From an optimization exercise on the open Yosys and OpenROAD flow, aimed at small area; shortcuts taken in it are not production practice. Only simulation tests tie the RTL to the original design; equivalence was not proved. No activity file was given, so power comes from the tool's default toggle rates.

==> design/flow/design.v <==
module spi_top(
    input clk,rst,wr,
    input [7:0]din,addr,
    output done,err,
    output [7:0]dout
);
reg [127:0] ring0;
reg [127:0] ring1;
reg [3:0] ptr;
reg clr;
reg [4:0] cnt;
reg [7:0] cap;
reg done_r, err_r;
localparam [4:0] C3 = 5'd6, C22 = 5'd2, C23 = 5'd4;
wire ok     = (addr[7:5] == 3'd0);
wire done_n = ok ? (wr ? (cnt == C22) : (cnt == C23)) : (cnt == C3);
wire hit    = (ptr == addr[3:0]);
wire we     = wr & ok & hit & (cnt != 5'd0);
wire [7:0] d0 = (we & ~addr[4]) ? din : (clr ? 8'd0 : ring0[127:120]);
wire [7:0] d1 = (we &  addr[4]) ? din : (clr ? 8'd0 : ring1[127:120]);
wire cap_en = hit | ~ok;
wire cap_rd = cap_en & ~(wr | ~ok | clr);
wire cap_s0 = cap_rd & ~addr[4];
wire cap_s1 = cap_rd &  addr[4];
assign done = done_r;
assign err  = err_r;
assign dout = cap;
always @(posedge clk) begin
    ring0 <= {ring0[119:0], d0};
    ring1 <= {ring1[119:0], d1};
    cap <= (cap & {8{~cap_en}}) | (ring0[127:120] & {8{cap_s0}}) | (ring1[127:120] & {8{cap_s1}});
    if (rst) begin
        ptr <= 4'd0;
        clr <= 1'b1;
        cnt <= 5'd0;
        done_r <= 1'b0;
        err_r <= 1'b0;
    end
    else begin
        ptr <= ptr + 4'd1;
        if (ptr == 4'd15)
            clr <= 1'b0;
        cnt <= done_n ? 5'd0 : {cnt[3:0], ~(cnt[4] ^ cnt[1])};
        done_r <= done_n;
        err_r <= ~ok & (cnt == C3);
    end
end
endmodule
==> design/flow/flow/run.sh <==
#!/bin/bash
# Standard layout, with these changes:
# - after floorplanning, the combinational logic is re-mapped for area
#   (restructure.tcl), with a library copy that leaves out the platform's
#   don't-use cells (filter_lib.py);
# - the port buffers are the smallest buffer (buf_1);
# - cells with timing slack to spare are downsized before detailed placement
#   (recover.tcl);
# - clock tree synthesis clusters up to 20 flip-flops per clkbuf_8, builds
#   the tree above them from clkbuf_4 and inserts no dummy loads.
# Each ORFS step logs to orfs/logs/; make's output goes to standard.log.
set -euo pipefail
mkdir -p rmp
python3 flow/filter_lib.py \
  "$FLOW_HOME/platforms/sky130hd/lib/sky130_fd_sc_hd__tt_025C_1v80.lib" \
  rmp/lib.lib 'lpflow|probe' > rmp/filter_lib.log 2>&1
bash standard.sh \
  POST_FLOORPLAN_TCL="$PWD/flow/restructure.tcl" \
  BUFFER_PORTS_ARGS="-buffer_cell sky130_fd_sc_hd__buf_1" \
  PRE_DETAIL_PLACE_TCL="$PWD/flow/recover.tcl" \
  CTS_ARGS="-sink_clustering_enable -repair_clock_nets -sink_clustering_size 20 -sink_clustering_max_diameter 70 -buf_list sky130_fd_sc_hd__clkbuf_8 -root_buf sky130_fd_sc_hd__clkbuf_4 -tree_buf sky130_fd_sc_hd__clkbuf_4 -dont_use_dummy_load" \
  finish > standard.log 2>&1
==> design/flow/flow/filter_lib.py <==
#!/usr/bin/env python3
"""Copy a Liberty file, leaving out the cells whose names match a pattern."""
import re, sys
src, dst, pat = sys.argv[1], sys.argv[2], re.compile(sys.argv[3])
text = open(src).read()
out = []
i = 0
cell = re.compile(r'\n(\s*)cell\s*\(\s*"?([\w]+)"?\s*\)\s*\{')
while True:
    m = cell.search(text, i)
    if not m:
        out.append(text[i:])
        break
    # find the end of this cell group by brace counting
    j = m.end()
    depth = 1
    while depth:
        c = text[j]
        if c == '{':
            depth += 1
        elif c == '}':
            depth -= 1
        j += 1
    out.append(text[i:m.start()])
    if not pat.search(m.group(2)):
        out.append(text[m.start():j])
    i = j
open(dst, 'w').write(''.join(out))
==> design/flow/flow/recover.tcl <==
# Downsize cells on paths with timing slack to spare (ORFS hook, sourced
# before detailed placement).
estimate_parasitics -placement
repair_timing -recover_power 100
==> design/flow/flow/restructure.tcl <==
# ORFS hook, sourced at the end of floorplanning: re-map the combinational
# logic for area with ABC (OpenROAD's restructure). ABC reads a copy of the
# platform's library without its don't-use cells, which run.sh writes to
# rmp/ in the work folder. Registers are not touched.
set work [file normalize [file join [file dirname [info script]] ..]]
set tiehi [join $::env(TIEHI_CELL_AND_PORT) /]
set tielo [join $::env(TIELO_CELL_AND_PORT) /]
report_design_area
restructure -target area -liberty_file $work/rmp/lib.lib \
  -tiehi_port $tiehi -tielo_port $tielo -work_dir $work/rmp \
  -abc_logfile $work/rmp/abc.log
report_design_area
==> design/flow/standard.sh <==
#!/bin/bash
# synth_recipe.tcl (not shown) runs the flow's synth.tcl, then flattens the netlist and writes it again
# the make line also repeats each setting of config.mk as NAME=value (left out here)
make -C /OpenROAD-flow-scripts/flow DESIGN_CONFIG=/design/flow/config.mk WORK_HOME=/design/flow/orfs CLKGATE_MAP_FILE= SYNTH_SCRIPT=/design/flow/synth_recipe.tcl "${@:-finish}"
==> design/flow/config.mk <==
export PLATFORM = sky130hd
export DESIGN_NAME = spi_top
export DESIGN_NICKNAME = spi_top
export VERILOG_FILES = /design/flow/design.v
export SDC_FILE = /design/flow/constraint.sdc
export NUM_CORES = 4
export LEC_CHECK = 0
export CAP_MARGIN = 20
export CORE_MARGIN = 2
export CORE_UTILIZATION = 70
export SLEW_MARGIN = 20
==> design/flow/constraint.sdc <==
create_clock -name core_clock -period 8.0 [get_ports {clk}]
set_input_delay 1.6000 -clock core_clock [delete_from_list [all_inputs] [get_ports {clk}]]
set_output_delay 1.6000 -clock core_clock [all_outputs]
set_load 0.01 [all_outputs]
==> results.sh, run 1 <==
export IMPL_status="finished clean"
export IMPL_rows=34
export IMPL_core_area_um2=8760
export IMPL_hold_buffers=0
export IMPL_crit_fanout=9
export IMPL_skew_ps=44.2
export IMPL_start_util_pct=72.7
export IMPL_ys_flop_type="dfxtp_1"
export IMPL_nets=427
export IMPL_hp_start="ring1[108]"
export IMPL_synth_cell_types=28
export IMPL_grt_max_degree=21
export IMPL_diodes=0
export IMPL_end_kind="register"
export IMPL_finalSetupViolCount=0
export IMPL_cts_buffers=17
export IMPL_dr_pass1_iters=4
export IMPL_cts_clk_slew_worst_paths_ps=110
export IMPL_whs_endpoint="ring1[116]"
export IMPL_totalPowerFinal_uw=1920
export IMPL_seq_area_um2=5530
export IMPL_peakVddDrop_mv=0.205
export IMPL_yosysWarnings=1
export IMPL_rrSetupSlack_ps=5100
export IMPL_fp_dieH_um=99.4
export IMPL_ctsResizeCount=0
export IMPL_drv_slew=0
export IMPL_viasPerCell=4.94
export IMPL_antenna_found_initial=0
export IMPL_drt_wirelength_per_cell_um=14.8
export IMPL_track_usage_pct=16.1
export IMPL_netlist_instances=396
export IMPL_die_x_um=99.4
export IMPL_layout_min_cycle_time_ps=3650
export IMPL_drc=0
export IMPL_wl_mm=7.63
export IMPL_hold_path_class="reg2reg"
export IMPL_cts_max_level=1
export IMPL_fin_crit_sh_pct=45.7
export IMPL_multiInputGateArea_um2=508
export IMPL_ctsRootBufferMaster="clkbuf_4"
export IMPL_reg2reg_depth=6
export IMPL_clk_latency_ps=580
export IMPL_drive_above_1_share_pct=4.43
export IMPL_cellPowerDensity_nw_per_um2=293
export IMPL_critPathKind="in2reg"
export IMPL_reg2reg_to="ring0[6]"
export IMPL_arrival_ps=4090
export IMPL_clock_sinks=276
export IMPL_holdPathStages=0
export IMPL_routabilityCongestion=0.785
export IMPL_pin_count=29
export IMPL_critPathRequiredTime_ps=8430
export IMPL_seq_area_frac_synth_pct=86.7
export IMPL_ant_nets=0
export IMPL_worst_setup_path_start_kind="primary input"
export IMPL_fillers=536
export IMPL_syn_area_um2=6370
export IMPL_cts_tree="done"
export IMPL_tightest_slew_ps=939
export IMPL_rsz0062_at_grt="no"
export IMPL_clockBufferDepth=3
export IMPL_post_cts_buffers=0
export IMPL_vias=2541
export IMPL_drtIter0Drc=64
export IMPL_leakagePower_uw=0.00248
export IMPL_finalHoldViolCount=0
export IMPL_globalRouteOverflowTotal=0
export IMPL_dpl_hpwl_mm=4.76
export IMPL_fmax_ghz=0.274
export IMPL_synth_nets=416
export IMPL_first_global_vias=2438
export IMPL_grt_pass1_wl_mm=12.2
export IMPL_max_cap_viol_count=0
export IMPL_synth_avg_cell_area_um2=16.1
export IMPL_portBuffers=28
export IMPL_die_area_um2=9880
export IMPL_ys_ff_latch=276
export IMPL_synth_edff_count=0
export IMPL_r2r_start="ptr[0]"
export IMPL_tns_ps=0
export IMPL_slew_headroom_pct=36.9
export IMPL_syn_to_final_growth_pct=2.87
export IMPL_async_flop_share_pct=0
==> synthesized netlist by cell type (all sizes together) (2+ instances only) <==
library cell	n	area share [%]
nand3	4	0.31
or3	2	0.20
clkbuf	7	0.41
buf	2	0.18
nor2b	20	2.0
nor2	4	0.24
nor3	11	0.86
mux2i	8	1.3
nand2	18	1.1
o21ai	8	0.63
xor2	6	0.82
mux2	16	3.3
nor3b	2	0.24
dfxtp	276	87
==> layout by cell type (no fill, tap or decap) <==
cell       netlist  final
dfxtp_1        276    276
buf_1            1     26
clkinv_1         0     17
a32o_1           0     16
clkbuf_8         0     14
o22ai_1          0      9
o32ai_1          0      8
nor2_1           4      6
a2bb2oi_1        0      4
nor3_1          11      4
clkbuf_4         0      3
clkbuf_1         7      2
a211oi_1         0      2
nand2_1         18      2
nand3_1          4      2
nor2b_1         20      2
nor4_1           0      2
a2111oi_0        0      1
a21oi_1          1      1
nor3_2           0      1
nor3b_1          2      1
nor4b_1          1      1
o21a_1           0      1
o21bai_1         0      1
o22a_1           0      1
o31ai_1          0      1
or3_1            2      1
xnor2_1          1      1
==> layer usage <==
metal  vias up  GRT usage (%)  share of wire (%)
li1       1290              -                  -
met1      1178           24.5                 50
met2        54           22.6                 43
met3        19           4.08                5.1
met4         0           6.01                2.7
met5         -              0                  0
==> through the flow <==
| step | hold WS (ps) | util, % | setup slack, ps | std cells | instance area (um2) |
|---|---|---|---|---|---|
| floorplan | 310 | - | 4800 | 396 | 6370 |
| global placement | 310 | 72.3 | 3870 | 497 | 6330 |
| detailed placement | 312 | 72.3 | 3690 | 497 | 6330 |
| CTS | 288 | 74.7 | 4310 | 514 | 6550 |
| global route | 299 | 74.8 | 3980 | 514 | 6550 |
| finish | 304 | 74.8 | 4350 | 514 | 6550 |
==> critical path: stages <==
cell and delay (ps):
buf_1 90, a2bb2oi_1 140, nor4_1 430, o31ai_1 200
nor3_1 750, clkinv_1 480, a32o_1 380
==> how the worst max path moves through the flow <==
stage / start / to
after floorplan: addr[1] / ring0[0]
final: addr[1] / ring0[6]
after global placement: addr[4] / ring1[3]
after CTS: addr[1] / ring1[4]
after global routing: addr[1] / ring0[6]
after detailed placement: addr[1] / ring1[4]
==> kinds of logic after synthesis <==
kind of cell	synth area share [%]
adders and majority gates	0.196
and+or+nand+nor	6.03
muxes	4.56
AOI/OAI and AO/OA	0.923
DFF	86.7
buffers and inverters	0.589
xor gates and xnor gates	0.963
==> registers in the layout, indices dropped and copies added (netlist names) <==
| register | count |
|---|---|
| err_r | 1 |
| ring0 | 128 |
| cnt | 5 |
| ptr | 4 |
| clr | 1 |
| done_r | 1 |
| cap | 8 |
| ring1 | 128 |
==> report_power, final <==
part,internal (uW),switching (uW),total (uW),leakage (uW)
registers,1380,2.69,1380,0.00222
logic,7.36,10.6,18.0,0.000142
clock network,175,351,526,0.000114
==> cell type report <==
type	count	share of cell area (%)
tap	108	2.06
inverter	17	0.974
clock buffer	17	3.28
sequential	276	84.3
timing repair buffer	28	1.60
multi-input combinational	68	7.75
==> run 2, diff against run 1 <==
--- a/design/flow/config.mk
+++ b/design/flow/config.mk
@@ -5,7 +5,7 @@
 export SDC_FILE = /design/flow/constraint.sdc
 export NUM_CORES = 4
 export LEC_CHECK = 0
-export CAP_MARGIN = 20
+export CAP_MARGIN = 5
 export CORE_MARGIN = 2
 export CORE_UTILIZATION = 70
-export SLEW_MARGIN = 20
+export SLEW_MARGIN = 5
==> results.sh, run 2 <==
export IMPL_routabilityCongestion=0.785
export IMPL_post_synth_top_area_cell="dfxtp_1"
export IMPL_track_usage_pct=16.1
export IMPL_async_flop_share_pct=0
export IMPL_dp_cells=497
export IMPL_p_switching_uw=363
export IMPL_end_kind="register"
export IMPL_start_util_pct=72.7
export IMPL_fin_crit_sh_pct=46.7
export IMPL_dr_pass1_iters=4
export IMPL_netlist_instances=396
export IMPL_ant_nets=0
export IMPL_die_x_um=99.4
export IMPL_switching_share_pct=18.9
export IMPL_place_ws_ps=3690
export IMPL_drt_wirelength_per_cell_um=14.8
export IMPL_pin_count=29
export IMPL_portBuffers=28
export IMPL_status="finished clean"
export IMPL_ctsRootBufferMaster="clkbuf_4"
export IMPL_layout_min_cycle_time_ps=3740
export IMPL_cts_tree="done"
export IMPL_yosysWarnings=1
export IMPL_internal_power_uw=1560
export IMPL_clockBufferDepth=3
export IMPL_peakVddDrop_mv=0.205
export IMPL_first_global_vias=2438
export IMPL_core_area_um2=8760
export IMPL_fmax_ghz=0.267
export IMPL_crit_fanout=9
export IMPL_synth_edff_count=0
export IMPL_synth_nets=416
export IMPL_ys_ff_latch=276
export IMPL_globalRouteOverflowTotal=0
export IMPL_drv_slew=0
export IMPL_ys_flop_type="dfxtp_1"
export IMPL_drive_above_1_share_pct=4.19
export IMPL_critPathKind="in2reg"
export IMPL_leakagePower_uw=0.00248
export IMPL_slew_headroom_pct=31.6
export IMPL_final_cell_mix="dfxtp_1 (276), buf_1 (26), clkinv_1 (17)"
export IMPL_vias=2545
export IMPL_grt_pass1_wl_mm=12.2
export IMPL_power_frac_seq_pct=71.7
export IMPL_dpl_hpwl_mm=4.76
export IMPL_clkPwrFrac_pct=27.3
export IMPL_tightest_slew_ps=1020
export IMPL_synth_cell_types=28
export IMPL_viasPerCell=4.95
export IMPL_synth_top_cell_area_share_pct=86.7
export IMPL_max_cap_viol_count=0
export IMPL_cellPowerDensity_nw_per_um2=294
export IMPL_clk_latency_ps=580
export IMPL_synth_commonest_cells="dfxtp_1 (276), nor2b_1 (20), nand2_1 (18)"
export IMPL_final_common_cell="dfxtp_1"
export IMPL_syn_to_final_growth_pct=2.79
export IMPL_power_frac_comb_pct=0.9
export IMPL_largest_registers="ring0: 128 flops, ring1: 128 flops, cap: 8 flops"
export IMPL_skew_ps=45.3
export IMPL_synth_avg_cell_area_um2=16.1
export IMPL_rsz0062_at_grt="no"
export IMPL_finalHoldViolCount=0
export IMPL_rrSetupSlack_ps=5020
export IMPL_ys_top_cells_by_area="dfxtp_1 (87%), nor2b_1 (2.0%), mux2_4 (1.9%)"
export IMPL_antenna_found_initial=0
export IMPL_cts_buffers=17
export IMPL_seq_area_frac_synth_pct=86.7
export IMPL_arrival_ps=4180
export IMPL_fp_dieH_um=99.4
export IMPL_ctsResizeCount=0
export IMPL_yosysMostFrequentCell="dfxtp_1"
export IMPL_drc=0
export IMPL_final_cells=514
export IMPL_drtIter0Drc=70
export IMPL_grt_max_degree=21
export IMPL_post_cts_buffers=0
export IMPL_rows=34
export IMPL_diodes=0
export IMPL_wl_mm=7.62
export IMPL_worst_setup_path_start_kind="primary input"
export IMPL_tns_ps=0
export IMPL_hold_buffers=0
export IMPL_nets=427
export IMPL_cts_clk_slew_worst_paths_ps=110
export IMPL_die_area_um2=9880
export IMPL_worst_slack_ps=4260
export IMPL_clock_sinks=276
export IMPL_hold_path_class="reg2reg"
export IMPL_syn_area_um2=6370
export IMPL_critPathRequiredTime_ps=8440
export IMPL_finalSetupViolCount=0
export IMPL_cts_max_level=1
[run 2: power groups by stage]
| stage | combinational (uW) | clock [uW] | sequential, uW |
|---|---|---|---|
| floorplan | 12.9 | 0 | 1410 |
| global placement | 17.3 | 0 | 1410 |
| detailed placement | 17.9 | 0 | 1410 |
| CTS | 17.9 | 543 | 1380 |
| global route | 19.6 | 598 | 1380 |
| finish | 17.8 | 525 | 1380 |
[run 2: area by class of cell]
cell class | count | area (um2)
sequential | 276 | 5530
fill | 536 | 2220
multi-input combinational | 68 | 503
clock buffer | 17 | 215
tap | 108 | 135
timing repair buffer | 28 | 105
inverter | 17 | 63.8
[run 2: layer usage]
| metal | vias to the layer above | wire length, um | GRT usage, % |
|---|---|---|---|
| met5 | - | 0 | 0 |
| met4 | 0 | 184 | 6.01 |
| met3 | 15 | 353 | 4.08 |
| met2 | 57 | 3280 | 22.6 |
| met1 | 1181 | 3800 | 24.5 |
| li1 | 1292 | - | - |
[run 2: stage by stage]
step	util (%)	total power [uW]	hold slack [ps]	instance area [um2]
floorplan	-	1420	310	6370
global placement	72.3	1430	310	6330
detailed placement	72.3	1430	312	6330
CTS	74.7	1940	288	6550
global route	74.7	2000	299	6550
finish	74.7	1920	303	6550
[run 2: critical path, cell delays in order]
cell,delay [ps]
buf_1,70
nor3_1,530
nand2_1,200
nor3_1,850
clkinv_1,530
a32o_1,390
[run 2: final timing paths]
check	start	end	cells past startpoint
max	addr[5]	ring1[4]	6
min	ring1[108]	ring1[116]	0
max reg2reg	ptr[0]	ring1[4]	6
min reg2reg	ring1[108]	ring1[116]	0
[run 2: cells by family after synthesis]
| group | share of synthesized area, % |
|---|---|
| adder cells (fa/ha/maj) | 0.196 |
| multiplexers | 4.56 |
| AND/OR/NAND/NOR | 6.03 |
| AO/OA/AOI/OAI | 0.923 |
| flip-flops | 86.7 |
| XOR/XNOR | 0.963 |
| buffers and inverters | 0.589 |
==> run 3, diff against run 2 <==
--- a/design/flow/flow/run.sh
+++ b/design/flow/flow/run.sh
@@ -18,5 +18,5 @@
   POST_FLOORPLAN_TCL="$PWD/flow/restructure.tcl" \
   BUFFER_PORTS_ARGS="-buffer_cell sky130_fd_sc_hd__buf_1" \
   PRE_DETAIL_PLACE_TCL="$PWD/flow/recover.tcl" \
-  CTS_ARGS="-sink_clustering_enable -repair_clock_nets -sink_clustering_size 20 -sink_clustering_max_diameter 70 -buf_list sky130_fd_sc_hd__clkbuf_8 -root_buf sky130_fd_sc_hd__clkbuf_4 -tree_buf sky130_fd_sc_hd__clkbuf_4 -dont_use_dummy_load" \
+  CTS_ARGS="-sink_clustering_enable -repair_clock_nets -sink_clustering_size 20 -sink_clustering_max_diameter 70 -buf_list sky130_fd_sc_hd__clkbuf_8 -root_buf sky130_fd_sc_hd__clkbuf_8 -tree_buf sky130_fd_sc_hd__clkbuf_4 -sink_clustering_levels 1 -dont_use_dummy_load" \
   finish > standard.log 2>&1
--- a/design/flow/config.mk
+++ b/design/flow/config.mk
@@ -5,7 +5,7 @@
 export SDC_FILE = /design/flow/constraint.sdc
 export NUM_CORES = 4
 export LEC_CHECK = 0
-export CAP_MARGIN = 5
+export CAP_MARGIN = 20
 export CORE_MARGIN = 2
 export CORE_UTILIZATION = 70
-export SLEW_MARGIN = 5
+export SLEW_MARGIN = 20
==> results.sh, run 3 <==
export IMPL_ant_nets=0
export IMPL_cts_buffers=17
export IMPL_clock_sinks=276
export IMPL_drv_slew=0
export IMPL_antenna_found_initial=0
export IMPL_dr_pass1_iters=6
export IMPL_synth_mux_area_share_pct=4.56
export IMPL_tightest_slew_ps=942
export IMPL_synth_avg_cell_area_um2=16.1
export IMPL_start_util_pct=72.7
export IMPL_final_cell_mix="dfxtp_1 (276), buf_1 (26), clkbuf_8 (17), clkinv_1 (17), a32o_1 (16)"
export IMPL_utilization_pct=75.0
export IMPL_die_area_um2=9880
export IMPL_timing_hold_ws_ps=314
export IMPL_end_kind="register"
export IMPL_async_flop_share_pct=0
export IMPL_synth_top_cell_area_share_pct=86.7
export IMPL_synth_nets=416
export IMPL_crit_fanout=9
export IMPL_drc=0
export IMPL_finalSetupViolCount=0
export IMPL_rows=34
export IMPL_tns_ps=0
export IMPL_finalHoldViolCount=0
export IMPL_yosys_area_share_simple_pct=6.03
export IMPL_skew_ps=29.0
export IMPL_slew_headroom_pct=36.7
export IMPL_final_area_um2=6570
export IMPL_fp_dieH_um=99.4
export IMPL_diodes=0
export IMPL_nets=427
export IMPL_worst_setup_path_start_kind="primary input"
export IMPL_yosysMostFrequentCell="dfxtp_1"
export IMPL_track_usage_pct=16.0
export IMPL_fin_crit_sh_pct=46.6
export IMPL_synthXorXnorAreaFrac_pct=0.962
export IMPL_synth_commonest_cells="dfxtp_1 (276), nor2b_1 (20), nand2_1 (18)"
export IMPL_netlist_instances=396
export IMPL_cts_clk_slew_worst_paths_ps=110
export IMPL_cts_max_level=1
export IMPL_rsz0062_at_grt="no"
export IMPL_drive_above_1_share_pct=4.43
export IMPL_place_area_um2=6330
export IMPL_ys_top_cells_by_area="dfxtp_1 (87%), nor2b_1 (2.0%), mux2_4 (1.9%)"
export IMPL_fillers=530
export IMPL_synthAdderAreaFrac_pct=0.196
export IMPL_fmax_ghz=0.268
export IMPL_synth_cell_types=28
export IMPL_yosysWarnings=1
export IMPL_ctsResizeCount=0
export IMPL_ys_ff_latch=276
export IMPL_critPathKind="in2reg"
export IMPL_routabilityCongestion=0.785
export IMPL_worst_slack_ps=4270
export IMPL_arrival_ps=4090
export IMPL_max_cap_viol_count=0
export IMPL_clk_latency_ps=490
export IMPL_status="finished clean"
export IMPL_peakVddDrop_mv=0.205
export IMPL_leakagePower_uw=0.00249
export IMPL_post_cts_buffers=0
export IMPL_cts_tree="done"
export IMPL_final_common_cell="dfxtp_1"
export IMPL_dpl_hpwl_mm=4.76
export IMPL_synth_top_family_by_area="simple AND/OR/NAND/NOR gates"
export IMPL_hold_path_class="reg2reg"
export IMPL_die_x_um=99.4
export IMPL_clockBufferDepth=3
export IMPL_pin_count=29
export IMPL_largest_registers="ring0: 128 flops, ring1: 128 flops, cap: 8 flops"
export IMPL_wl_mm=7.60
export IMPL_drt_wirelength_per_cell_um=14.8
export IMPL_seq_area_frac_synth_pct=86.7
export IMPL_syn_area_um2=6370
export IMPL_ys_flop_type="dfxtp_1"
export IMPL_drtIter0Drc=70
export IMPL_vias=2564
export IMPL_grt_max_degree=21
export IMPL_cellPowerDensity_nw_per_um2=295
export IMPL_ctsRootBufferMaster="clkbuf_8"
export IMPL_syn_to_final_growth_pct=3.16
export IMPL_hold_buffers=0
export IMPL_portBuffers=28
export IMPL_synth_edff_count=0
export IMPL_globalRouteOverflowTotal=0
export IMPL_viasPerCell=4.99
export IMPL_core_area_um2=8760
export IMPL_post_synth_top_area_cell="dfxtp_1"
export IMPL_critPathRequiredTime_ps=8360
export IMPL_grt_pass1_wl_mm=12.2
export IMPL_place_ws_ps=3690
export IMPL_layout_min_cycle_time_ps=3730
export IMPL_synth_compound_gate_area_share_pct=0.923
export IMPL_first_global_vias=2438
run 3: cell type report:
cell class / count / area (um2) / share of cell area [%]
Multi-Input combinational cell: 68 / 508 / 7.73
Tap cell: 108 / 135 / 2.06
Inverter: 17 / 63.8 / 0.971
Clock buffer: 17 / 234 / 3.56
Timing Repair Buffer: 28 / 105 / 1.60
Sequential cell: 276 / 5530 / 84.1
run 3: stage by stage:
stage | std cells | total power [uW]
floorplan | 396 | 1420
global placement | 497 | 1430
detailed placement | 497 | 1430
CTS | 514 | 1960
global route | 514 | 2020
finish | 514 | 1940
run 3: per-layer routing:
| layer | vias up | wire, um | global-route usage [%] |
|---|---|---|---|
| li1 | 1290 | - | - |
| met1 | 1195 | 3810 | 24.5 |
| met2 | 59 | 3220 | 22.6 |
| met3 | 20 | 381 | 4.22 |
| met4 | 0 | 183 | 5.06 |
| met5 | - | 0 | 0 |
run 3: final timing paths:
path | start | endpoint | slack, ps | depth (start not counted)
max | addr[5] | ring0[6] | 4270 | 6
min reg2reg | ring0[46] | ring0[54] | 310 | 0
min | ring0[46] | ring0[54] | 310 | 0
max reg2reg | ptr[0] | ring0[6] | 5100 | 6
run 3: where the power goes:
group	total [uW]	leakage, uW	switching, uW	internal, uW
clock	545	0.000122	351	193
sequential	1380	0.00222	2.69	1380
combinational	18.0	0.000142	10.7	7.36
total	1940	0.00249	365	1580
run 3: worst max-delay path, stage by stage:
cell      delay, ps
buf_1            70
nor3_1          530
nand2_1         220
nor3_1          800
clkinv_1        480
a32o_1          380
run 3: cells by family (layout without fill, tap and decap cells):
family          after synthesis  after routing
flops                       276            276
simple gates                 68             22
mux                          24              0
compound gates               11             45
buf+inv                       9             62
xor+xnor                      7              1
fa+ha+maj                     1              0
==> run 4, diff against run 3 <==
--- a/design/flow/flow/run.sh
+++ b/design/flow/flow/run.sh
@@ -18,5 +18,5 @@
   POST_FLOORPLAN_TCL="$PWD/flow/restructure.tcl" \
   BUFFER_PORTS_ARGS="-buffer_cell sky130_fd_sc_hd__buf_1" \
   PRE_DETAIL_PLACE_TCL="$PWD/flow/recover.tcl" \
-  CTS_ARGS="-sink_clustering_enable -repair_clock_nets -sink_clustering_size 20 -sink_clustering_max_diameter 70 -buf_list sky130_fd_sc_hd__clkbuf_8 -root_buf sky130_fd_sc_hd__clkbuf_8 -tree_buf sky130_fd_sc_hd__clkbuf_4 -sink_clustering_levels 1 -dont_use_dummy_load" \
+  CTS_ARGS="-sink_clustering_enable -repair_clock_nets -sink_clustering_size 20 -sink_clustering_max_diameter 70 -buf_list sky130_fd_sc_hd__clkbuf_8 -root_buf sky130_fd_sc_hd__clkbuf_8 -tree_buf sky130_fd_sc_hd__clkbuf_4 -distance_between_buffers 500 -branching_point_buffers_distance 500 -dont_use_dummy_load" \
   finish > standard.log 2>&1
==> results.sh, run 4 <==
export IMPL_die_area_um2=9880
export IMPL_power_frac_comb_pct=0.9
export IMPL_dpl_hpwl_mm=4.76
export IMPL_slew_headroom_pct=36.7
export IMPL_critPathRequiredTime_ps=8360
export IMPL_antenna_found_initial=0
export IMPL_fp_dieH_um=99.4
export IMPL_leakagePower_uw=0.00249
export IMPL_synth_cell_types=28
export IMPL_cts_buffers=17
export IMPL_worst_slack_ps=4270
export IMPL_internal_power_uw=1580
export IMPL_crit_fanout=9
export IMPL_post_cts_buffers=0
export IMPL_yosys_area_share_simple_pct=6.03
export IMPL_pin_count=29
export IMPL_end_kind="register"
export IMPL_critPathKind="in2reg"
export IMPL_cts_tree="done"
export IMPL_timing_hold_ws_ps=314
export IMPL_rsz0062_at_grt="no"
export IMPL_arrival_ps=4090
export IMPL_max_cap_viol_count=0
export IMPL_synth_avg_cell_area_um2=16.1
export IMPL_tns_ps=0
export IMPL_wl_mm=7.60
export IMPL_synth_edff_count=0
export IMPL_drtIter0Drc=70
export IMPL_finalHoldViolCount=0
export IMPL_place_ws_ps=3690
export IMPL_clockBufferDepth=3
export IMPL_synthXorXnorAreaFrac_pct=0.962
export IMPL_dp_cells=497
export IMPL_hold_buffers=0
export IMPL_cellPowerDensity_nw_per_um2=295
export IMPL_fin_crit_sh_pct=46.6
export IMPL_worst_setup_path_start_kind="primary input"
export IMPL_cts_clk_slew_worst_paths_ps=110
export IMPL_yosysMostFrequentCell="dfxtp_1"
export IMPL_clkPwrFrac_pct=28.1
export IMPL_drc=0
export IMPL_syn_to_final_growth_pct=3.16
export IMPL_yosysWarnings=1
export IMPL_peakVddDrop_mv=0.205
export IMPL_drt_wirelength_per_cell_um=14.8
export IMPL_synth_commonest_cells="dfxtp_1 (276), nor2b_1 (20), nand2_1 (18)"
export IMPL_synth_compound_gate_area_share_pct=0.923
export IMPL_die_x_um=99.4
export IMPL_dr_pass1_iters=6
export IMPL_synth_top_family_by_area="simple AND/OR/NAND/NOR gates"
export IMPL_vias=2564
export IMPL_ys_flop_type="dfxtp_1"
export IMPL_hold_path_class="reg2reg"
export IMPL_track_usage_pct=16.0
export IMPL_viasPerCell=4.99
export IMPL_synth_mux_area_share_pct=4.56
export IMPL_grt_max_degree=21
export IMPL_layout_min_cycle_time_ps=3730
export IMPL_syn_area_um2=6370
export IMPL_core_area_um2=8760
export IMPL_start_util_pct=72.7
export IMPL_ys_top_cells_by_area="dfxtp_1 (87%), nor2b_1 (2.0%), mux2_4 (1.9%)"
export IMPL_final_cell_mix="dfxtp_1 (276), buf_1 (26), clkbuf_8 (17), clkinv_1 (17), a32o_1 (16)"
export IMPL_ys_ff_latch=276
export IMPL_finalSetupViolCount=0
export IMPL_diodes=0
export IMPL_clk_latency_ps=490
export IMPL_ant_nets=0
export IMPL_switching_share_pct=18.8
export IMPL_nets=427
export IMPL_ctsRootBufferMaster="clkbuf_8"
export IMPL_largest_registers="ring0: 128 flops, ring1: 128 flops, cap: 8 flops"
export IMPL_skew_ps=29.0
export IMPL_drv_slew=0
export IMPL_final_common_cell="dfxtp_1"
export IMPL_globalRouteOverflowTotal=0
export IMPL_p_switching_uw=365
export IMPL_routabilityCongestion=0.785
export IMPL_final_cells=514
export IMPL_drive_above_1_share_pct=4.43
export IMPL_netlist_instances=396
export IMPL_post_synth_top_area_cell="dfxtp_1"
export IMPL_clock_sinks=276
export IMPL_portBuffers=28
export IMPL_grt_pass1_wl_mm=12.2
export IMPL_synth_top_cell_area_share_pct=86.7
export IMPL_cts_max_level=1
export IMPL_power_frac_seq_pct=71.0
export IMPL_synth_nets=416
export IMPL_fmax_ghz=0.268
export IMPL_seq_area_frac_synth_pct=86.7
export IMPL_first_global_vias=2438
export IMPL_rows=34
export IMPL_status="finished clean"
export IMPL_tightest_slew_ps=942
export IMPL_synthAdderAreaFrac_pct=0.196
export IMPL_async_flop_share_pct=0
export IMPL_ctsResizeCount=0
-- run 4: cell counts after synthesis --
No cell type changed its count.
-- run 4: power groups by stage --
stage / Clock (uW) / Combinational [uW] / Sequential [uW]
after floorplan: 0 / 12.9 / 1410
after global placement: 0 / 17.3 / 1410
after detailed placement: 0 / 17.9 / 1410
after CTS: 563 / 17.9 / 1380
after global routing: 619 / 19.7 / 1380
final: 545 / 18.0 / 1380
-- run 4: metal layers --
layer	vias up	track usage, %	wire length (um)
li1	1290	-	-
met1	1195	24.5	3810
met2	59	22.6	3220
met3	20	4.22	381
met4	0	5.06	183
met5	-	0	0
-- run 4: kinds of logic after synthesis --
family | Yosys count
fa+ha+maj | 1
flops | 276
simple gates | 68
buf+inv | 9
mux | 24
xor+xnor | 7
compound gates | 11
-- run 4: metrics by stage --
stage                     total power (uW)  utilization [%]  instance area [um2]
after floorplan                       1420                -                 6370
after global placement                1430             72.3                 6330
after detailed placement              1430             72.3                 6330
after CTS                             1960             74.9                 6570
after global routing                  2020             75.0                 6570
final                                 1940             75.0                 6570
-- run 4: path summary, 6_finish.rpt --
path                  start         to  slack [ps]  cells past startpoint
hold / removal    ring0[46]  ring0[54]         310                      0
setup reg to reg     ptr[0]   ring0[6]        5100                      6
hold reg to reg   ring0[46]  ring0[54]         310                      0
setup / recovery    addr[5]   ring0[6]        4270                      6
-- run 4: cell type report --
type	count	area, um2
Tap cell	108	135
Sequential cell	276	5530
Inverter	17	63.8
Clock buffer	17	234
Fill cell	530	2190
Timing Repair Buffer	28	105
Multi-Input combinational cell	68	508
-- run 4: worst max-delay path, stage by stage --
cell and delay [ps]:
buf_1 70, nor3_1 530, nand2_1 220, nor3_1 800
clkinv_1 480, a32o_1 380
==> run 5, diff against run 4 <==
--- a/design/flow/design.v
+++ b/design/flow/design.v
@@ -15,20 +15,22 @@
 wire ok     = (addr[7:5] == 3'd0);
 wire done_n = ok ? (wr ? (cnt == C22) : (cnt == C23)) : (cnt == C3);
 wire hit    = (ptr == addr[3:0]);
-wire we     = wr & ok & hit & (cnt != 5'd0);
+wire start  = (cnt == 5'd0);
+wire we     = wr & ok & hit & ~start;
 wire [7:0] d0 = (we & ~addr[4]) ? din : (clr ? 8'd0 : ring0[127:120]);
 wire [7:0] d1 = (we &  addr[4]) ? din : (clr ? 8'd0 : ring1[127:120]);
-wire cap_en = hit | ~ok;
-wire cap_rd = cap_en & ~(wr | ~ok | clr);
-wire cap_s0 = cap_rd & ~addr[4];
-wire cap_s1 = cap_rd &  addr[4];
+wire cap_ld = hit & ~wr & ok & ~start;
+wire cap_cl = rst | done_r;
+wire cap_k  = ~cap_cl & ~cap_ld;
+wire cap_s0 = ~cap_cl & cap_ld & ~clr & ~addr[4];
+wire cap_s1 = ~cap_cl & cap_ld & ~clr &  addr[4];
 assign done = done_r;
 assign err  = err_r;
 assign dout = cap;
 always @(posedge clk) begin
     ring0 <= {ring0[119:0], d0};
     ring1 <= {ring1[119:0], d1};
-    cap <= (cap & {8{~cap_en}}) | (ring0[127:120] & {8{cap_s0}}) | (ring1[127:120] & {8{cap_s1}});
+    cap <= (cap & {8{cap_k}}) | (ring0[127:120] & {8{cap_s0}}) | (ring1[127:120] & {8{cap_s1}});
     if (rst) begin
         ptr <= 4'd0;
         clr <= 1'b1;
--- a/design/flow/flow/run.sh
+++ b/design/flow/flow/run.sh
@@ -18,5 +18,5 @@
   POST_FLOORPLAN_TCL="$PWD/flow/restructure.tcl" \
   BUFFER_PORTS_ARGS="-buffer_cell sky130_fd_sc_hd__buf_1" \
   PRE_DETAIL_PLACE_TCL="$PWD/flow/recover.tcl" \
-  CTS_ARGS="-sink_clustering_enable -repair_clock_nets -sink_clustering_size 20 -sink_clustering_max_diameter 70 -buf_list sky130_fd_sc_hd__clkbuf_8 -root_buf sky130_fd_sc_hd__clkbuf_8 -tree_buf sky130_fd_sc_hd__clkbuf_4 -distance_between_buffers 500 -branching_point_buffers_distance 500 -dont_use_dummy_load" \
+  CTS_ARGS="-sink_clustering_enable -repair_clock_nets -sink_clustering_size 22 -sink_clustering_max_diameter 70 -buf_list sky130_fd_sc_hd__clkbuf_8 -root_buf sky130_fd_sc_hd__clkbuf_4 -tree_buf sky130_fd_sc_hd__clkbuf_4 -dont_use_dummy_load" \
   finish > standard.log 2>&1
==> results.sh, run 5 <==
export IMPL_status="finished clean"
export IMPL_routabilityCongestion=0.868
export IMPL_skew_ps=52.6
export IMPL_drtIter0Drc=89
export IMPL_seq_area_frac_synth_pct=87.7
export IMPL_core_area_um2=8720
export IMPL_dpl_hpwl_mm=4.95
export IMPL_pin_count=29
export IMPL_ys_flop_type="dfxtp_1"
export IMPL_drive_above_1_share_pct=3.90
export IMPL_grt_pass1_wl_mm=12.8
export IMPL_timing_hold_ws_ps=290
export IMPL_synth_commonest_cells="dfxtp_1 (276), nor2b_1 (19), mux2_2 (16)"
export IMPL_finalSetupViolCount=0
export IMPL_final_common_cell="dfxtp_1"
export IMPL_grt_max_degree=23
export IMPL_syn_to_final_growth_pct=3.34
export IMPL_cellPowerDensity_nw_per_um2=294
export IMPL_post_synth_top_area_cell="dfxtp_1"
export IMPL_peakVddDrop_mv=0.204
export IMPL_cts_tree="done"
export IMPL_ctsRootBufferMaster="clkbuf_4"
export IMPL_die_x_um=98.9
export IMPL_synth_top_family_by_area="simple AND/OR/NAND/NOR gates"
export IMPL_post_cts_buffers=0
export IMPL_arrival_ps=4320
export IMPL_clock_sinks=276
export IMPL_utilization_pct=74.7
export IMPL_critPathRequiredTime_ps=8440
export IMPL_synth_compound_gate_area_share_pct=2.30
export IMPL_synthAdderAreaFrac_pct=0.199
export IMPL_portBuffers=28
export IMPL_leakagePower_uw=0.00248
export IMPL_nets=431
export IMPL_start_util_pct=72.3
export IMPL_cts_clk_slew_worst_paths_ps=110
export IMPL_crit_fanout=9
export IMPL_worst_setup_path_start_kind="primary input"
export IMPL_diodes=0
export IMPL_end_kind="register"
export IMPL_finalHoldViolCount=0
export IMPL_syn_area_um2=6300
export IMPL_synth_cell_types=27
export IMPL_rsz0062_at_grt="no"
export IMPL_antenna_found_initial=0
export IMPL_layout_min_cycle_time_ps=3880
export IMPL_synth_avg_cell_area_um2=17.3
export IMPL_cts_max_level=1
export IMPL_globalRouteOverflowTotal=0
export IMPL_tns_ps=0
export IMPL_hold_path_class="reg2reg"
export IMPL_synth_edff_count=0
export IMPL_wl_mm=7.98
export IMPL_largest_registers="ring0: 128 flops, ring1: 128 flops, cap: 8 flops"
export IMPL_final_cell_mix="dfxtp_1 (276), buf_1 (27), clkinv_1 (23)"
export IMPL_ant_nets=0
export IMPL_fmax_ghz=0.258
export IMPL_final_area_um2=6510
export IMPL_rows=34
export IMPL_tightest_slew_ps=719
export IMPL_drc=0
export IMPL_viasPerCell=4.97
export IMPL_synth_top_cell_area_share_pct=87.7
export IMPL_clockBufferDepth=3
export IMPL_cts_buffers=16
export IMPL_ys_top_cells_by_area="dfxtp_1 (88%), mux2_2 (2.9%), nor2b_1 (1.9%)"
export IMPL_yosysMostFrequentCell="dfxtp_1"
export IMPL_fin_crit_sh_pct=48.5
export IMPL_slew_headroom_pct=51.8
export IMPL_first_global_vias=2571
export IMPL_fp_dieH_um=98.9
export IMPL_netlist_instances=364
export IMPL_hold_buffers=0
export IMPL_clk_latency_ps=580
export IMPL_max_cap_viol_count=0
export IMPL_ctsResizeCount=0
export IMPL_synth_nets=384
export IMPL_async_flop_share_pct=0
export IMPL_yosysWarnings=1
export IMPL_synth_mux_area_share_pct=4.13
export IMPL_track_usage_pct=16.9
export IMPL_critPathKind="in2reg"
export IMPL_synthXorXnorAreaFrac_pct=0.973
export IMPL_ys_ff_latch=276
export IMPL_drt_wirelength_per_cell_um=15.4
export IMPL_place_area_um2=6310
export IMPL_yosys_area_share_simple_pct=4.47
export IMPL_drv_slew=0
export IMPL_fillers=539
export IMPL_die_area_um2=9780
export IMPL_vias=2572
export IMPL_dr_pass1_iters=4
[run 5: cell count changes after synthesis, sizes merged, moves of 2 or more]
cell     before  now
xor2          6    4
buf           2    0
clkbuf        7    3
nand2        18    0
nor3         11    3
o2bb2ai       0    8
o21ai         8    0
xnor2         1    3
[run 5: area by class of cell]
type | count | area (um2) | share of cell area, %
timing repair buffer | 28 | 105 | 1.61
tap | 108 | 135 | 2.07
sequential | 276 | 5530 | 84.8
clock buffer | 16 | 201 | 3.09
multi-input combinational | 67 | 459 | 7.05
inverter | 23 | 86.3 | 1.33
[run 5: per-stage QoR]
stage / total power (uW) / instances / worst slack (ps)
after floorplan: 1430 / 364 / 5030
after global placement: 1430 / 502 / 3850
after detailed placement: 1430 / 502 / 3530
after CTS: 1930 / 518 / 4100
after global routing: 1980 / 518 / 3850
final: 1910 / 518 / 4120
[run 5: cell families (layout without fill, tap and decap cells)]
kind of cell	count (synthesis)	after routing
muxes	24	0
and+or+nand+nor	38	21
DFF	276	276
xor gates and xnor gates	7	0
AOI/OAI and AO/OA	14	46
buffers and inverters	4	67
adders and majority gates	1	0
[run 5: path summary, 6_finish.rpt]
| check | from | endpoint | slack (ps) | cells past startpoint |
|---|---|---|---|---|
| worst max-delay path | addr[5] | ring1[5] | 4120 | 9 |
| worst min register to register | ring1[79] | ring1[87] | 290 | 0 |
| worst max register to register | ptr[3] | ring1[5] | 5170 | 7 |
| worst min-delay path | ring1[79] | ring1[87] | 290 | 0 |
[run 5: critical path: stages]
cell and delay (ps):
buf_1 70, nor3_1 280, clkinv_1 130, a2111oi_0 360, o311ai_0 270, or2_0 300
nor2_1 510, clkinv_1 430, a32o_1 360
[run 5: metal layers]
metal | vias to the layer above | part of all wire, % | track usage, %
li1 | 1287 | - | -
met1 | 1208 | 49 | 24.7
met2 | 56 | 43 | 25.4
met3 | 21 | 5.0 | 3.48
met4 | 0 | 3.0 | 6.22
met5 | - | 0 | 0
[run 5: where the power goes]
part / total, uW / internal [uW] / switching, uW
clock: 518 / 165 / 353
sequential: 1380 / 1380 / 2.14
combinational: 17.7 / 6.56 / 11.2
total: 1910 / 1550 / 367
==> run 6, diff against run 5 <==
--- a/design/flow/flow/run.sh
+++ b/design/flow/flow/run.sh
@@ -18,5 +18,5 @@
   POST_FLOORPLAN_TCL="$PWD/flow/restructure.tcl" \
   BUFFER_PORTS_ARGS="-buffer_cell sky130_fd_sc_hd__buf_1" \
   PRE_DETAIL_PLACE_TCL="$PWD/flow/recover.tcl" \
-  CTS_ARGS="-sink_clustering_enable -repair_clock_nets -sink_clustering_size 22 -sink_clustering_max_diameter 70 -buf_list sky130_fd_sc_hd__clkbuf_8 -root_buf sky130_fd_sc_hd__clkbuf_4 -tree_buf sky130_fd_sc_hd__clkbuf_4 -dont_use_dummy_load" \
+  CTS_ARGS="-sink_clustering_enable -repair_clock_nets -sink_clustering_size 20 -sink_clustering_max_diameter 70 -buf_list sky130_fd_sc_hd__clkbuf_8 -root_buf sky130_fd_sc_hd__clkbuf_4 -tree_buf sky130_fd_sc_hd__clkbuf_4 -dont_use_dummy_load" \
   finish > standard.log 2>&1
--- a/design/flow/config.mk
+++ b/design/flow/config.mk
@@ -7,5 +7,5 @@
 export LEC_CHECK = 0
 export CAP_MARGIN = 20
 export CORE_MARGIN = 2
-export CORE_UTILIZATION = 70
+export CORE_UTILIZATION = 65
 export SLEW_MARGIN = 20
==> results.sh, run 6 <==
export IMPL_largest_registers="ring0: 128 flops, ring1: 128 flops, cap: 8 flops"
export IMPL_skew_ps=23.6
export IMPL_worst_path_most_repeated_cell="clkinv_1"
export IMPL_drv_slew=0
export IMPL_dr_pass1_iters=4
export IMPL_finalSetupViolCount=0
export IMPL_synth_top_cell_area_share_pct=87.7
export IMPL_layout_min_cycle_time_ps=3730
export IMPL_yosysMostFrequentCell="dfxtp_1"
export IMPL_nets=432
export IMPL_routabilityCongestion=0.864
export IMPL_start_util_pct=67.6
export IMPL_grt_max_degree=21
export IMPL_peakVddDrop_mv=0.223
export IMPL_critPathRequiredTime_ps=8450
export IMPL_crit_buf_inv=3
export IMPL_die_area_um2=10500
export IMPL_synth_top_family_by_area="simple AND/OR/NAND/NOR gates"
export IMPL_synth_mux_area_share_pct=4.13
export IMPL_core_area_um2=9330
export IMPL_synthAdderAreaFrac_pct=0.199
export IMPL_cts_clk_slew_worst_paths_ps=110
export IMPL_synthXorXnorAreaFrac_pct=0.973
export IMPL_post_synth_top_area_cell="dfxtp_1"
export IMPL_ctsResizeCount=0
export IMPL_final_common_cell="dfxtp_1"
export IMPL_hold_buffers=0
export IMPL_vias=2572
export IMPL_fp_dieH_um=102
export IMPL_use_met1_pct=22.5
export IMPL_worst_setup_path_start_kind="primary input"
export IMPL_diodes=0
export IMPL_hold_path_class="reg2reg"
export IMPL_viasPerCell=4.76
export IMPL_synth_compound_gate_area_share_pct=2.30
export IMPL_slowest_stage="nor2_1"
export IMPL_busiest_layer="met1"
export IMPL_rows=35
export IMPL_ys_ff_latch=276
export IMPL_arrival_ps=4180
export IMPL_cpPeakStageDelay_ps=440
export IMPL_slew_headroom_pct=31.4
export IMPL_fmax_ghz=0.268
export IMPL_grt_pass1_wl_mm=12.2
export IMPL_post_cts_buffers=0
export IMPL_drt_wirelength_per_cell_um=14.2
export IMPL_use_met2_pct=22.5
export IMPL_synth_cell_types=27
export IMPL_tns_ps=0
export IMPL_leakagePower_uw=0.00249
export IMPL_die_x_um=102
export IMPL_ys_flop_type="dfxtp_1"
export IMPL_cts_max_level=1
export IMPL_synth_commonest_cells="dfxtp_1 (276), nor2b_1 (19), mux2_2 (16)"
export IMPL_drtIter0Drc=70
export IMPL_rsz0062_at_grt="no"
export IMPL_synth_edff_count=0
export IMPL_status="finished clean"
export IMPL_drive_above_1_share_pct=4.14
export IMPL_tightest_slew_ps=1020
export IMPL_seq_area_frac_synth_pct=87.7
export IMPL_ys_top_cells_by_area="dfxtp_1 (88%), mux2_2 (2.9%), nor2b_1 (1.9%)"
export IMPL_portBuffers=28
export IMPL_syn_to_final_growth_pct=3.97
export IMPL_timing_hold_ws_ps=318
export IMPL_totalPowerFinal_uw=1920
export IMPL_cts_tree="done"
export IMPL_max_cap_viol_count=0
export IMPL_end_kind="register"
export IMPL_crit_family="simple AND/OR/NAND/NOR gates"
export IMPL_netlist_instances=364
export IMPL_place_area_um2=6340
export IMPL_clock_sinks=276
export IMPL_pin_count=29
export IMPL_yosysWarnings=1
export IMPL_synth_avg_cell_area_um2=17.3
export IMPL_dpl_hpwl_mm=4.85
export IMPL_cts_buffers=17
export IMPL_track_usage_pct=15.4
export IMPL_antenna_found_initial=0
export IMPL_yosys_area_share_simple_pct=4.47
export IMPL_globalRouteOverflowTotal=0
export IMPL_async_flop_share_pct=0
export IMPL_crit_fanout=9
export IMPL_first_global_vias=2460
export IMPL_drc=0
export IMPL_cellPowerDensity_nw_per_um2=294
export IMPL_ant_nets=0
export IMPL_finalHoldViolCount=0
export IMPL_clockBufferDepth=3
export IMPL_fin_crit_sh_pct=46.7
export IMPL_wl_mm=7.69
export IMPL_final_cell_mix="dfxtp_1 (276), buf_1 (27), clkinv_1 (23)"
export IMPL_crit_chain="buf_1 -> nor3_1 -> clkinv_1 -> a2111oi_0 -> o311ai_0 -> or2_0 -> nor2_1 -> clkinv_1 -> a32o_1"
export IMPL_use_met3_pct=3.76
export IMPL_critPathKind="in2reg"
export IMPL_clk_latency_ps=570
export IMPL_syn_area_um2=6300
export IMPL_ctsRootBufferMaster="clkbuf_4"
export IMPL_synth_nets=384
export IMPL_final_area_um2=6550
-- run 6: cell counts after synthesis --
Identical to the previous run, type by type.
-- run 6: final cells by class --
cell class | count | area, um2
fill | 635 | 2780
sequential | 276 | 5530
inverter | 23 | 86.3
tap | 129 | 161
timing repair buffer | 28 | 105
clock buffer | 17 | 215
multi-input combinational | 67 | 459
-- run 6: final timing paths --
| path | from | endpoint | slack [ps] | depth (start not counted) |
|---|---|---|---|---|
| setup / recovery | addr[5] | ring0[2] | 4270 | 9 |
| hold / removal | ring1[54] | ring1[62] | 320 | 0 |
| setup reg to reg | ptr[3] | ring0[2] | 5300 | 7 |
| hold reg to reg | ring1[54] | ring1[62] | 320 | 0 |
-- run 6: power by group --
part           total [uW]  switching (uW)  internal, uW
clock                 528             353           175
combinational        17.4            10.9          6.54
sequential           1380            2.17          1380
total                1920             366          1560
-- run 6: per-stage QoR --
stage / setup WS (ps) / utilization [%] / instances
after CTS: 4320 / 70.2 / 540
after global placement: 3950 / 67.9 / 523
final: 4270 / 70.2 / 540
after detailed placement: 3740 / 67.9 / 523
after global routing: 3950 / 70.2 / 540
after floorplan: 5030 / - / 364
-- run 6: per-layer routing --
layer | up-vias | part of all wire, % | wire (um)
met5 | - | 0 | 0
met4 | 0 | 2.3 | 177
met3 | 11 | 4.3 | 328
met2 | 40 | 42 | 3200
met1 | 1226 | 52 | 3980
li1 | 1295 | - | -
-- run 6: logic make-up (layout without fill, tap and decap cells) --
kind of cell             count (synthesis)  count (layout)
flip-flops                             276             276
AND/OR/NAND/NOR                         38              21
multiplexers                            24               0
AO/OA/AOI/OAI                           14              46
XOR/XNOR                                 7               0
buffers and inverters                    4              68
adder cells (fa/ha/maj)                  1               0
==> run 7, diff against run 6 <==
--- a/design/flow/config.mk
+++ b/design/flow/config.mk
@@ -7,5 +7,5 @@
 export LEC_CHECK = 0
 export CAP_MARGIN = 20
 export CORE_MARGIN = 2
-export CORE_UTILIZATION = 65
+export CORE_UTILIZATION = 75
 export SLEW_MARGIN = 20
==> results.sh, run 7 <==
export IMPL_status="finished clean"
export IMPL_nets=432
export IMPL_totalPowerFinal_uw=1930
export IMPL_final_cell_mix="dfxtp_1 (276), buf_1 (27), clkinv_1 (23)"
export IMPL_die_area_um2=9150
export IMPL_drive_above_1_share_pct=4.14
export IMPL_post_synth_top_area_cell="dfxtp_1"
export IMPL_syn_area_um2=6300
export IMPL_finalSetupViolCount=0
export IMPL_pin_count=29
export IMPL_viasPerCell=5.00
export IMPL_worst_setup_path_start_kind="primary input"
export IMPL_antenna_found_initial=1
export IMPL_arrival_ps=4200
export IMPL_fp_dieH_um=95.7
export IMPL_end_kind="register"
export IMPL_rows=33
export IMPL_post_cts_buffers=0
export IMPL_hold_path_class="reg2reg"
export IMPL_slew_headroom_pct=31.3
export IMPL_dpl_hpwl_mm=5.07
export IMPL_layout_min_cycle_time_ps=3750
export IMPL_final_area_um2=6520
export IMPL_peakVddDrop_mv=0.263
export IMPL_synth_top_cell_area_share_pct=87.7
export IMPL_synth_cell_types=27
export IMPL_routabilityCongestion=0.827
export IMPL_seq_area_um2=5530
export IMPL_final_common_cell="dfxtp_1"
export IMPL_vias=2578
export IMPL_fmax_ghz=0.266
export IMPL_drt_wirelength_per_cell_um=15.9
export IMPL_ctsResizeCount=0
export IMPL_ctsRootBufferMaster="clkbuf_4"
export IMPL_crit_buf_inv=3
export IMPL_wl_mm=8.21
export IMPL_hold_buffers=0
export IMPL_fillers=423
export IMPL_fin_crit_sh_pct=46.9
export IMPL_netlist_instances=364
export IMPL_clockBufferDepth=3
export IMPL_slowest_stage="nor2_1"
export IMPL_crit_chain="buf_1 -> nor3_1 -> clkinv_1 -> a2111oi_0 -> o311ai_0 -> or2_0 -> nor2_1 -> clkinv_1 -> a32o_1"
export IMPL_skew_ps=43.0
export IMPL_async_flop_share_pct=0
export IMPL_ys_top_cells_by_area="dfxtp_1 (88%), mux2_2 (2.9%), nor2b_1 (1.9%)"
export IMPL_dp_cells=499
export IMPL_multiInputGateArea_um2=459
export IMPL_rrSetupSlack_ps=5300
export IMPL_cts_clk_slew_worst_paths_ps=110
export IMPL_die_x_um=95.7
export IMPL_drtIter0Drc=131
export IMPL_ant_nets=0
export IMPL_largest_registers="ring0: 128 flops, ring1: 128 flops, cap: 8 flops"
export IMPL_clk_latency_ps=570
export IMPL_yosysMostFrequentCell="dfxtp_1"
export IMPL_cpPeakStageDelay_ps=480
export IMPL_synth_nets=384
export IMPL_seq_area_frac_synth_pct=87.7
export IMPL_dr_pass1_iters=4
export IMPL_synth_edff_count=0
export IMPL_cts_buffers=17
export IMPL_rsz0062_at_grt="no"
export IMPL_synth_avg_cell_area_um2=17.3
export IMPL_worst_path_most_repeated_cell="clkinv_1"
export IMPL_critPathRequiredTime_ps=8450
export IMPL_track_usage_pct=18.3
export IMPL_synth_commonest_cells="dfxtp_1 (276), nor2b_1 (19), mux2_2 (16)"
export IMPL_cellPowerDensity_nw_per_um2=295
export IMPL_leakagePower_uw=0.00249
export IMPL_start_util_pct=77.1
export IMPL_drv_slew=0
export IMPL_tightest_slew_ps=1020
export IMPL_cts_tree="done"
export IMPL_cts_max_level=1
export IMPL_ys_flop_type="dfxtp_1"
export IMPL_diodes=0
export IMPL_final_cells=516
export IMPL_grt_pass1_wl_mm=12.3
export IMPL_critPathKind="in2reg"
export IMPL_grt_max_degree=21
export IMPL_ys_ff_latch=276
export IMPL_clock_sinks=276
export IMPL_syn_to_final_growth_pct=3.49
export IMPL_max_cap_viol_count=0
export IMPL_portBuffers=28
export IMPL_first_global_vias=2417
export IMPL_core_area_um2=8180
export IMPL_crit_family="simple AND/OR/NAND/NOR gates"
export IMPL_finalHoldViolCount=0
export IMPL_yosysWarnings=1
export IMPL_drc=0
export IMPL_tns_ps=0
export IMPL_place_area_um2=6310
export IMPL_crit_fanout=9
export IMPL_globalRouteOverflowTotal=0
export IMPL_timing_hold_ws_ps=315
==> run 7: cell families after synthesis <==
kind of cell	synth area share (%)
fa+ha+maj	0.198
xor+xnor	0.973
flops	87.7
buf+inv	0.258
simple gates	4.47
compound gates	2.30
mux	4.13
==> run 7: power breakdown <==
part	internal [uW]	switching [uW]
clock	176	356
sequential	1380	2.21
combinational	6.54	10.4
==> run 7: final timing paths <==
check,start,end,cells past startpoint
max,addr[5],ring0[0],9
max reg2reg,ptr[3],ring0[0],7
min,ring0[87],ring0[95],0
min reg2reg,ring0[87],ring0[95],0
==> run 7: worst register-to-register path: stages, from the launching register on <==
cell	delay [ps]
dfxtp_1	330
clkinv_1	110
a2111oi_0	380
o311ai_0	250
or2_0	280
nor2_1	480
clkinv_1	410
a32o_1	370
==> run 7: cell type report <==
cell class	count	area share, %
Clock buffer	17	3.30
Inverter	23	1.32
Multi-Input combinational cell	67	7.04
Sequential cell	276	84.7
Tap cell	105	2.01
Timing Repair Buffer	28	1.61
==> run 7: per-layer routing <==
metal	wire, um	track usage [%]	part of all wire (%)
met1	3870	24.7	47
met2	3620	28.6	44
met3	470	4.74	5.7
met4	253	7.14	3.1
met5	0	0	0
==> run 7: through the flow <==
step / util [%] / worst slack (ps)
floorplan: - / 5030
global placement: 77.2 / 3980
detailed placement: 77.2 / 3730
CTS: 79.8 / 4320
global route: 79.8 / 3990
finish: 79.8 / 4250
==> run 8, diff against run 7 <==
--- a/design/flow/config.mk
+++ b/design/flow/config.mk
@@ -7,5 +7,5 @@
 export LEC_CHECK = 0
 export CAP_MARGIN = 20
 export CORE_MARGIN = 2
-export CORE_UTILIZATION = 75
+export CORE_UTILIZATION = 70
 export SLEW_MARGIN = 20
==> results.sh, run 8 <==
export IMPL_status="finished clean"
export IMPL_drc=0
export IMPL_tns_ps=0
export IMPL_antenna_found_initial=0
export IMPL_first_global_vias=2559
export IMPL_clkPwrFrac_pct=27.2
export IMPL_ctsResizeCount=0
export IMPL_post_cts_buffers=0
export IMPL_critPathRequiredTime_ps=8440
export IMPL_synth_commonest_cells="dfxtp_1 (276), nor2b_1 (19), mux2_2 (16)"
export IMPL_p_switching_uw=361
export IMPL_yosysWarnings=1
export IMPL_vias=2586
export IMPL_clk_latency_ps=590
export IMPL_post_synth_top_area_cell="dfxtp_1"
export IMPL_pin_count=29
export IMPL_final_cell_mix="dfxtp_1 (276), buf_1 (27), clkinv_1 (23)"
export IMPL_die_x_um=98.9
export IMPL_drt_wirelength_per_cell_um=15.2
export IMPL_synth_edff_count=0
export IMPL_cts_tree="done"
export IMPL_drtIter0Drc=101
export IMPL_core_area_um2=8720
export IMPL_clock_sinks=276
export IMPL_ant_nets=0
export IMPL_end_kind="register"
export IMPL_hold_path_class="reg2reg"
export IMPL_final_common_cell="dfxtp_1"
export IMPL_synth_top_cell_area_share_pct=87.7
export IMPL_crit_chain="buf_1 -> nor3_1 -> clkinv_1 -> a2111oi_0 -> o311ai_0 -> or2_0 -> nor2_1 -> clkinv_1 -> a32o_1"
export IMPL_finalHoldViolCount=0
export IMPL_rsz0062_at_grt="no"
export IMPL_arrival_ps=4370
export IMPL_synth_cell_types=27
export IMPL_yosysMostFrequentCell="dfxtp_1"
export IMPL_hold_buffers=0
export IMPL_cellPowerDensity_nw_per_um2=294
export IMPL_drv_slew=0
export IMPL_fin_crit_sh_pct=49.0
export IMPL_wl_mm=7.89
export IMPL_drive_above_1_share_pct=4.14
export IMPL_diodes=0
export IMPL_crit_fanout=9
export IMPL_routabilityCongestion=0.868
export IMPL_netlist_instances=364
export IMPL_power_frac_seq_pct=71.8
export IMPL_ys_flop_type="dfxtp_1"
export IMPL_seq_area_frac_synth_pct=87.7
export IMPL_synth_avg_cell_area_um2=17.3
export IMPL_internal_power_uw=1560
export IMPL_clockBufferDepth=3
export IMPL_cts_clk_slew_worst_paths_ps=110
export IMPL_power_frac_comb_pct=0.9
export IMPL_critPathKind="in2reg"
export IMPL_synth_nets=384
export IMPL_ctsRootBufferMaster="clkbuf_4"
export IMPL_worst_path_most_repeated_cell="clkinv_1"
export IMPL_switching_share_pct=18.8
export IMPL_peakVddDrop_mv=0.243
export IMPL_rows=34
export IMPL_slew_headroom_pct=52.7
export IMPL_layout_min_cycle_time_ps=3920
export IMPL_startpoint="addr[5]"
export IMPL_syn_area_um2=6300
export IMPL_grt_pass1_wl_mm=12.8
export IMPL_rrSetupSlack_ps=5130
export IMPL_utilization_pct=74.8
export IMPL_finalSetupViolCount=0
export IMPL_reg2reg_depth=7
export IMPL_leakagePower_uw=0.00249
export IMPL_nets=432
export IMPL_portBuffers=28
export IMPL_globalRouteOverflowTotal=0
export IMPL_largest_registers="ring0: 128 flops, ring1: 128 flops, cap: 8 flops"
export IMPL_start_util_pct=72.3
export IMPL_track_usage_pct=16.8
export IMPL_grt_max_degree=21
export IMPL_skew_ps=47.9
export IMPL_fp_dieH_um=98.9
export IMPL_endpoint="ring1[6]"
export IMPL_r2r_start="ptr[3]"
export IMPL_die_area_um2=9780
export IMPL_dr_pass1_iters=4
export IMPL_max_cap_viol_count=0
export IMPL_viasPerCell=4.98
export IMPL_slowest_stage="nor2_1"
export IMPL_syn_to_final_growth_pct=3.55
export IMPL_cts_buffers=17
export IMPL_reg2reg_to="ring1[6]"
export IMPL_async_flop_share_pct=0
export IMPL_worst_setup_path_start_kind="primary input"
export IMPL_ys_top_cells_by_area="dfxtp_1 (88%), mux2_2 (2.9%), nor2b_1 (1.9%)"
export IMPL_fmax_ghz=0.255
export IMPL_tightest_slew_ps=705
export IMPL_cpPeakStageDelay_ps=520
export IMPL_dpl_hpwl_mm=4.95
export IMPL_cts_max_level=1
export IMPL_ys_ff_latch=276
## run 8: power by group through the flow
stage | sequential (uW) | combinational (uW) | clock, uW
6_report | 1380 | 17.7 | 523
5_1_grt | 1380 | 20.1 | 588
4_1_cts | 1380 | 17.6 | 543
3_5_place_dp | 1410 | 17.5 | 0
3_3_place_gp | 1410 | 17.0 | 0
2_1_floorplan | 1410 | 14.4 | 0
## run 8: stage by stage
step / power, uW / cells / setup WS, ps / hold WS [ps] / area (um2)
after floorplan: 1430 / 364 / 5030 / 310 / 6300
after global placement: 1430 / 502 / 3850 / 310 / 6310
after detailed placement: 1430 / 502 / 3530 / 312 / 6310
after CTS: 1940 / 519 / 4100 / 279 / 6530
after global routing: 1990 / 519 / 3840 / 295 / 6530
final: 1920 / 519 / 4080 / 300 / 6530
## run 8: worst max-delay path, delay by kind of cell
family | cells | cell delay [ps]
compound gates | 3 | 1020
buf+inv | 3 | 640
simple gates | 3 | 1100
## run 8: layout make-up
cell class | count | area [um2]
inverters | 23 | 86.3
clock buffers | 17 | 215
repair buffers | 28 | 105
flip-flops and latches | 276 | 5530
multi-input cells | 67 | 459
fillers | 536 | 2190
well taps | 108 | 135
## run 8: cell families (layout without fill, tap and decap cells)
kind of cell	Yosys count	after routing	share of synthesized area, %
AOI/OAI and AO/OA	14	46	2.30
adders and majority gates	1	0	0.198
DFF	276	276	87.7
and+or+nand+nor	38	21	4.47
xor gates and xnor gates	7	0	0.973
muxes	24	0	4.13
buffers and inverters	4	68	0.258
## run 8: per-layer routing
layer	wire, um	up-vias	track usage (%)	share of wire (%)
li1	-	1296	-	-
met1	3810	1210	24.0	48
met2	3470	62	25.5	44
met3	404	18	3.97	5.1
met4	201	0	6.11	2.5
met5	0	-	0	0
## run 8: worst min-delay path by stage
stage / startpoint / end / slack, ps / cells after the start
after global placement: ring1[107] / ring1[115] / 310 / 0
after detailed placement: ring0[22] / ring0[30] / 310 / 0
after CTS: ring1[117] / ring1[125] / 280 / 0
final: ring1[117] / ring1[125] / 300 / 0
after floorplan: ring0[92] / ring0[100] / 310 / 0
after global routing: ring1[117] / ring1[125] / 290 / 0

-- port drivers added, routing unchanged --
In the flow no input, the clock included, has a driving cell. The finished layouts below were timed again as built, in two steps. Step 1 sets driving cells, clkbuf_16 on the clock port and buf_2 on the other inputs (assumed; they add their load-dependent delay and slew). Step 2, shift: input delay + t, output delay - t, t = (earliest + latest rising clock arrival at the registers) / 2. This alone moves slack from input paths to output paths. a / b / c = ideal / step 1 / step 2; a / b = the first two.
| run | t (ns) | setup slack, ns | worst hold slack (ns) | worst slew at a driven data input, ns | pins driven straight from the clock port |
|---|---|---|---|---|---|
| run 1 | 0.586 | 4.346 / 4.357 / 3.772 | 0.304 / 0.304 / 0.304 | 0.04 | 1 |
| run 2 | 0.583 | 4.261 / 4.263 / 3.680 | 0.303 / 0.303 / 0.303 | 0.04 | 1 |
| run 3 | 0.502 | 4.273 / 4.280 / 3.778 | 0.314 / 0.314 / 0.314 | 0.04 | 1 |
| run 4 | 0.502 | 4.273 / 4.280 / 3.778 | 0.314 / 0.314 / 0.314 | 0.04 | 1 |
| run 5 | 0.588 | 4.121 / 4.132 / 3.544 | 0.290 / 0.290 / 0.290 | 0.05 | 1 |
| run 6 | 0.586 | 4.266 / 4.278 / 3.692 | 0.318 / 0.318 / 0.318 | 0.05 | 1 |
| run 7 | 0.585 | 4.246 / 4.254 / 3.669 | 0.315 / 0.315 / 0.315 | 0.04 | 1 |
| run 8 | 0.594 | 4.077 / 4.089 / 3.495 | 0.300 / 0.300 / 0.300 | 0.05 | 1 |
After both steps every run listed still meets setup and hold. For run 8, which loses most, drivers alone change the setup slack by +0.012 ns; drivers and shift together by -0.582 ns.
